From an optimization exercise on the open Yosys and OpenROAD flow, aimed at small area, a short achievable clock period and few clock cycles; shortcuts taken in it are not production practice.
RTL that was checked went through simulation tests only; none was proved equivalent to the original.

== pepper ==
==> flow/design.v (excerpt) <==
module top_mac(rst, clk, stf, x, a, n, s, eof, i, y);
	input rst, clk, stf;
	input [17:0] x;
	input [35:0] a;
	input [5:0] n;
	input [5:0] s;
	output eof;
	output [5:0] i;
	output [17:0] y;
	localparam [59:0] M1 = 60'h095ffffffffffff;
	reg busy_q, run_q;
	reg [5:0] i_q;
	reg [59:0] q0;
	wire [59:0] q1, d0, d1, r;
	wire en = busy_q | stf;
	wire keep = busy_q | (run_q & ~stf);
	mult_generic mod_mult (.x(x), .a(a), .en(en), .keep(keep), .q0(q0), .q1(q1), .d0(d0), .d1(d1));
	always @(posedge clk)
		q0 <= d0;
	genvar g;
	generate
		for (g = 0; g < 60; g = g + 1) begin : acc1
			if (M1[g]) begin : ff
				reg b;
				always @(posedge clk)
					b <= d1[g];
				assign q1[g] = b;
			end else begin : zero
				assign q1[g] = 1'b0;
			end
		end
	endgenerate
	always @(posedge clk, posedge rst) begin
		if (rst) begin
			busy_q <= 1'b0;
			run_q <= 1'b0;
			i_q <= 6'd0;
		end else begin
			run_q <= 1'b1;
			if (!busy_q) begin
				if (stf && n != 6'd0) begin
					busy_q <= 1'b1;
					i_q <= n;
				end
			end else if (i_q == 6'd1) begin
				busy_q <= 1'b0;
				i_q <= 6'd0;
			end else begin
				i_q <= i_q - 6'd1;
			end
		end
	end
	sum_generic mod_sum (.q(q0), .p(q1), .s(r));
	ajuste mod_ajuste (.r(r), .s(s), .y(y));
	assign eof = ~busy_q;
	assign i = i_q;
endmodule
Size: about 120 flip-flops, about 94 I/O pins, ~0.021 mm2 of cells after synthesis.
==> flow/config.mk <==
export PLATFORM = sky130hd
export DESIGN_NAME = top_mac
export DESIGN_NICKNAME = top_mac
export VERILOG_FILES = /design/flow/design.v
export SDC_FILE = /design/flow/constraint.sdc
export NUM_CORES = 8
export LEC_CHECK = 0
export ABC_CLOCK_PERIOD_IN_PS = 5000
export CAP_MARGIN = 20
export CORE_MARGIN = 2
export CORE_UTILIZATION = 40
export PLACE_DENSITY = 0.45
export SLEW_MARGIN = 20
==> flow/constraint.sdc <==
create_clock -name core_clock -period 9.0 [get_ports {clk}]
set_input_delay 1.8000 -clock core_clock [delete_from_list [all_inputs] [get_ports {clk}]]
set_output_delay 1.8000 -clock core_clock [all_outputs]
set_load 0.01 [all_outputs]
run.sh (not shown) runs the stock make flow with config.mk's settings and CLKGATE_MAP_FILE= SYNTH_SCRIPT=/design/flow/synth_recipe.tcl, a recipe that flattens the netlist after the stock synthesis.
[inputs] maple vs pepper
- SETUP_SLACK_MARGIN: unset -> 3.5
==> flow/flow/run.sh (new file) <==
#!/bin/bash
# Layout flow: the standard flow, with every input and output port buffered by a
# sky130_fd_sc_hd__buf_4 (which the resizer may then size) instead of the buffer that
# buffer_ports picks by itself.
set -euo pipefail
export BUFFER_PORTS_ARGS="-buffer_cell sky130_fd_sc_hd__buf_4"
bash standard.sh > standard_flow.log 2>&1
==> flow/standard.sh (new file) <==
#!/bin/bash
# synth_recipe.tcl (not shown) runs the flow's synth.tcl, then flattens the netlist and writes it again
# the make line also repeats each setting of config.mk as NAME=value (left out here)
make -C /OpenROAD-flow-scripts/flow DESIGN_CONFIG=/design/flow/config.mk WORK_HOME=/design/flow/orfs CLKGATE_MAP_FILE= SYNTH_SCRIPT=/design/flow/synth_recipe.tcl "${@:-finish}"
removed: flow/run.sh
Notes after the runs:
- maple finished all stages; the layout is clean.
- From pepper to maple the numbers moved as follows: combined buffer and inverter count along the critical path grew by 2, sequential fraction of total cell area shrank by 0.34 points, routed via count divided by cell count shrank by 0.074, critical path depth grew by 4.
- Changes observed in maple relative to pepper: layout-stage area growth over the synthesis result moved up.
- Taking pepper as the reference point, the clock skew of maple rises by 0.0036 ns.
- maple vs pepper — multi-input gate area in the final layout climbed by a few percent
The following lists how nickel was set up differently from maple:
- ABC_CLOCK_PERIOD_IN_PS removed (was 5000)
- ABC_AREA newly set to 1
Findings:
Higher overall track demand over capacity in global routing among nickel and maple: nickel. Changes observed in nickel relative to maple: routability congestion estimate from global placement now sits higher; cell area after placement now smaller; total length of routed wires increased about 13%.
Input changes introduced in amber (baseline for comparison: nickel):
- a deleted ABC_AREA that had been 1
- an added ABC_CLOCK_PERIOD_IN_PS of 5000
==> flow/run.sh (new file) <==
#!/bin/bash
# synth_recipe.tcl (not shown) runs the flow's synth.tcl, then flattens the netlist and writes it again
# the make line also repeats each setting of config.mk as NAME=value (left out here)
make -C /OpenROAD-flow-scripts/flow DESIGN_CONFIG=/design/flow/config.mk WORK_HOME=/design/flow/orfs CLKGATE_MAP_FILE= SYNTH_SCRIPT=/design/flow/synth_recipe.tcl finish
removed: flow/flow/run.sh
removed: flow/standard.sh
==> comparison <==
- amber vs nickel on number of instances in the synthesized netlist: amber is the lower one.
- Relative to nickel, the final instance area measured on amber has increased by a few percent.
No run of this note included a check of the RTL's function; only the layout flow was run.

* * *

Another version of the RTL of top_mac (not shown whole).
Size in the first run: roughly 2700 cells after synthesis, roughly 120 flip-flops, roughly 94 I/O pins, roughly 0.023 sq mm of cells after synthesis.
clock: 9.0 ns
lec_check: 0
abc_clock_period_in_ps: 5000
cap_margin: 20
core_margin: 2
core_utilization: 60
place_density: 0.65
setup_slack_margin: 3.5
slew_margin: 20
standard.sh (not shown) runs the stock make flow with config.mk's settings and CLKGATE_MAP_FILE= SYNTH_SCRIPT=/design/flow/synth_recipe.tcl, a recipe that flattens the netlist after the stock synthesis.
==> flow/flow/run.sh <==
#!/bin/bash
# Layout flow: the standard flow, with every input and output port buffered by a
# sky130_fd_sc_hd__buf_4 (which the resizer may then size) instead of the buffer that
# buffer_ports picks by itself.
set -euo pipefail
export BUFFER_PORTS_ARGS="-buffer_cell sky130_fd_sc_hd__buf_4"
bash standard.sh > standard_flow.log 2>&1
The first run finished with timing, DRC and antenna clean.
Testbench counts at the start, summed over its fixed seeds: cycles 32,262.
Change:
- ABC_AREA: not set -> 1
- ABC_CLOCK_PERIOD_IN_PS: 5000 -> not set
- CORE_UTILIZATION: 60 -> 40
- PLACE_DENSITY: 0.65 -> 0.45
The changed run finished clean.
Final area drops by 4.4%.
Hold slack gets better by 0.018 ns.
Setup slack gets better by 0.76 ns.
Utilization drops by 23 points.

afterwards: timing with drivers on the ports:
The flow's constraints put no driver on any port. The routed layouts listed below were extracted and timed again, unchanged, in two steps.
Step 1, drivers: a clkbuf_16 drives clk and a buf_2 each remaining input, both assumed.
Step 2, shift: input delay + t, output delay - t, t = (earliest + latest rising clock arrival at the registers) / 2. This alone moves slack from input paths to output paths.
Three values: ideal, step 1, step 2; two values: the first two.
| run | t (ns) | slack for setup (ns) | latest minus earliest clock arrival (ns) | pins driven straight from the clock port |
|---|---|---|---|---|
| pepper | 0.550 | 1.492 / 1.431 / 1.765 | 0.010 / 0.010 | 1 |
| maple | 0.526 | 2.272 / 2.211 / 2.605 | 0.013 / 0.013 | 1 |
| nickel | 0.552 | 3.160 / 3.099 / 3.073 | 0.021 / 0.020 | 1 |
| amber | 0.547 | 2.360 / 2.297 / 2.410 | 0.022 / 0.022 | 1 |
| the first run of note 2 | 0.524 | 2.762 / 2.699 / 2.779 | 0.018 / 0.017 | 1 |
| the second run of note 2 | 0.550 | 3.527 / 3.534 / 3.009 | 0.020 / 0.020 | 1 |
After both steps setup and hold are still met in every run listed. The setup slack of the second run of note 2, which loses most, moves by +0.007 ns with the drivers and by -0.518 ns with both steps.
